Source: an optimization exercise on an open RTL-to-GDS flow (aim: small area). Production flows keep margins and buffers that such runs may drop.
The RTL was checked by simulation tests, not by an equivalence proof against the original design.

== v6 ==
// DIS
module DIS (
    input CLK,
    input RSTBAR,
    input TOG,
    input [15:0] IN,
    output [1:0] ENBAR,
    output [6:0] SEG1,
    output [6:0] SEG2,
    output [6:0] SEG3
);
For scale: ~400 cells after synthesis, about 42 I/O pins, about 2200 um2 of cells after synthesis.
export LEC_CHECK = 0
export ABC_AREA = 1
export CAP_MARGIN = 20
export CORE_MARGIN = 2
export CORE_UTILIZATION = 40
export SLEW_MARGIN = 20
create_clock -name core_clock -period 20.0 [get_ports {CLK}]
standard.sh (not shown) runs the stock make flow with config.mk's settings and CLKGATE_MAP_FILE= SYNTH_SCRIPT=/design/flow/synth_recipe.tcl, a recipe that flattens the netlist after the stock synthesis.
==> flow/flow/run.sh <==
#!/bin/bash
# Own layout flow: the standard flow (standard.sh) with two changes:
#  - synthesis runs synth_recipe.tcl unchanged, except that adders are not
#    extracted into ha/fa cells and the final ABC technology mapping uses
#    the area-oriented script flow/abc.script;
#  - port buffers use sky130_fd_sc_hd__buf_1 (every port still gets one).
# Each tool's output goes to a log file in the work folder.
set -euo pipefail
W=$PWD
cat > "$W/my_synth.tcl" <<T
proc extract_fa {args} {}
proc abc {args} {
  set i [lsearch -exact \$args -script]
  if {\$i >= 0} { lset args [expr {\$i + 1}] $W/flow/abc.script }
  yosys abc {*}\$args
}
source $W/synth_recipe.tcl
T
bash standard.sh SYNTH_SCRIPT="$W/my_synth.tcl" synth > "$W/synth.log" 2>&1
bash standard.sh SYNTH_SCRIPT="$W/my_synth.tcl" \
  BUFFER_PORTS_ARGS="-buffer_cell sky130_fd_sc_hd__buf_1" finish > "$W/layout.log" 2>&1
test -f out/final.def
==> flow/flow/abc.script <==
strash; &get -n; &deepsyn -T 120; &put; dch -f; amap; topo
v6 | stages: all done | timing, DRC, antenna: all pass
Input-level comparison between v7 and v6:
- CTS_BUF_LIST: unset -> sky130_fd_sc_hd__clkbuf_4
- CTS_CLUSTER_SIZE: unset -> 20
- CTS_CLUSTER_DIAMETER: unset -> 100
Results
Diff v7..v6 | count of plain and timing-repair buffers | unchanged
Between v6 and v7, the difference in register-to-register slack is negligible.

---

## v20
Another version of the RTL of DIS (not shown whole).
For scale: ~410 cells after synthesis, roughly 42 I/O pins.
export LEC_CHECK = 0
export ABC_AREA = 1
export CAP_MARGIN = 20
export CORE_MARGIN = 2
export CORE_UTILIZATION = 40
export CTS_BUF_LIST = sky130_fd_sc_hd__clkbuf_4
export SLEW_MARGIN = 20
create_clock -name core_clock -period 20.0 [get_ports {CLK}]
==> flow/flow/run.sh <==
#!/bin/bash
# Own layout flow: the standard flow (standard.sh) with these changes:
#  - synthesis runs synth_recipe.tcl unchanged, except that adders are not
#    extracted into ha/fa cells and the final ABC technology mapping is run
#    once per script in flow/abc*.script, keeping the smallest result;
#  - port buffers use sky130_fd_sc_hd__buf_1 (every port still gets one).
# Each tool's output goes to a log file in the work folder.
set -euo pipefail
W=$PWD
cat > "$W/my_synth.tcl" <<T
proc extract_fa {args} {}
proc abc {args} {
  set i [lsearch -exact \$args -script]
  design -save pre_abc
  set best_area 1e18
  foreach s [lsort [glob $W/flow/abc*.script]] {
    design -load pre_abc
    lset args [expr {\$i + 1}] \$s
    yosys abc {*}\$args
    tee -q -o $W/abc_stat.txt stat {*}\$::lib_args
    set f [open $W/abc_stat.txt r]
    set txt [read \$f]
    close \$f
    regexp {Chip area for module \S+: ([0-9.]+)} \$txt -> area
    puts "ABC script \$s: area \$area"
    if {\$area < \$best_area} {
      set best_area \$area
      design -save best_abc
    }
  }
  design -load best_abc
  puts "ABC best area \$best_area"
}
source $W/synth_recipe.tcl
T
bash standard.sh SYNTH_SCRIPT="$W/my_synth.tcl" synth > "$W/synth.log" 2>&1
bash standard.sh SYNTH_SCRIPT="$W/my_synth.tcl" \
  BUFFER_PORTS_ARGS="-buffer_cell sky130_fd_sc_hd__buf_1" finish > "$W/layout.log" 2>&1
test -f out/final.def
==> flow/flow/abc0.script <==
strash; dc2; dch -f; amap; strash; dc2; dch -f; amap; topo
==> flow/flow/abc1.script <==
strash; &get -n; &deepsyn -T 100 -S 1; &put; dch -f; amap; topo
==> flow/flow/abc2.script <==
strash; &get -n; &deepsyn -T 100 -S 2; &put; dch -f; amap; topo
==> flow/flow/abc3.script <==
strash; &get -n; &deepsyn -T 100 -S 3; &put; dch -f; amap; topo
==> flow/flow/abc4.script <==
strash; &get -n; &deepsyn -T 100 -S 4; &put; dch -f; amap; topo
v20 completed end to end with timing, DRC and antenna clean.
[inputs] v2 vs v20
==> flow/flow/abc_s14.script (new file) <==
strash; &get -n; &deepsyn -T 90 -S 14; &put; dch -f; amap; topo
==> flow/flow/abc_s26.script (new file) <==
strash; &get -n; &deepsyn -T 90 -S 26; &put; dch -f; amap; topo
==> flow/flow/abc_s36.script (new file) <==
strash; &get -n; &deepsyn -T 90 -S 36; &put; dch -f; amap; topo
==> flow/flow/abc_s44.script (new file) <==
strash; &get -n; &deepsyn -T 90 -S 44; &put; dch -f; amap; topo
==> flow/flow/abc_s8.script (new file) <==
strash; &get -n; &deepsyn -T 90 -S 8; &put; dch -f; amap; topo
removed: flow/flow/abc0.script
removed: flow/flow/abc1.script
removed: flow/flow/abc2.script
removed: flow/flow/abc3.script
removed: flow/flow/abc4.script
### Flow results
As far as global routing met3 resource utilization is concerned, v20 and v2 perform about the same.
Comparing final clock period utilization by the worst path for v20 and v2, the smaller number came from v20.
Setup changes, v2 to v42
==> flow/flow/abc1.script (new file) <==
strash; &get -n; &deepsyn -T 90 -S 1; &put; dch -f; amap; topo
==> flow/flow/abc2.script (new file) <==
strash; &get -n; &deepsyn -T 90 -S 2; &put; dch -f; amap; topo
==> flow/flow/abc3.script (new file) <==
strash; &get -n; &deepsyn -T 90 -S 3; &put; dch -f; amap; topo
==> flow/flow/abc4.script (new file) <==
strash; &get -n; &deepsyn -T 90 -S 4; &put; dch -f; amap; topo
==> flow/flow/abc5.script (new file) <==
strash; &get -n; &deepsyn -T 90 -S 5; &put; dch -f; amap; topo
==> flow/flow/abc6.script (new file) <==
strash; &get -n; &deepsyn -T 90 -S 6; &put; dch -f; amap; topo
==> flow/flow/abc7.script (new file) <==
strash; &get -n; &deepsyn -T 90 -S 7; &put; dch -f; amap; topo
==> flow/flow/abc8.script (new file) <==
strash; &get -n; &deepsyn -T 90 -S 8; &put; dch -f; amap; topo
removed: flow/flow/abc_s14.script
removed: flow/flow/abc_s26.script
removed: flow/flow/abc_s36.script
removed: flow/flow/abc_s44.script
removed: flow/flow/abc_s8.script
Notes after the runs:
On die outline height: between v42 and v2, it ends up higher for v42. Area: v42 vs v2 -> v42 larger. Effective utilization at floorplan: v42 vs v2 up 0.42 points. Re diode insertion count for antenna repair: no difference whatsoever between v2 and v42.

==> static timing again, ports no longer ideal <==
In the flow no input, the clock included, has a driving cell. The finished layouts below were timed again as built, in two steps. Step 1 assumes that a clkbuf_16 drives the clock port and a buf_2 every other input. Step 2, shift: input delay + t, output delay - t, t = (earliest + latest rising clock arrival at the registers) / 2. This alone moves slack from input paths to output paths. Slacks: ideal ports / drivers / drivers and shift; pairs: ideal ports / drivers.
run	t (ns)	slack for setup (ns)	latest minus earliest clock arrival (ns)	slew at the worst register clock pin (ns)
v6	0.278	4.066 / 4.043 / 4.320	0.006 / 0.007	0.07 / 0.07
v7	0.316	4.074 / 4.055 / 4.371	0.010 / 0.010	0.10 / 0.10
v20	0.319	5.435 / 5.413 / 5.732	0.003 / 0.003	0.10 / 0.10
v2	0.292	2.801 / 2.782 / 3.075	0.004 / 0.003	0.09 / 0.09
v42	0.304	3.983 / 3.962 / 4.266	0.002 / 0.002	0.09 / 0.09
After both steps every run listed still meets setup and hold.
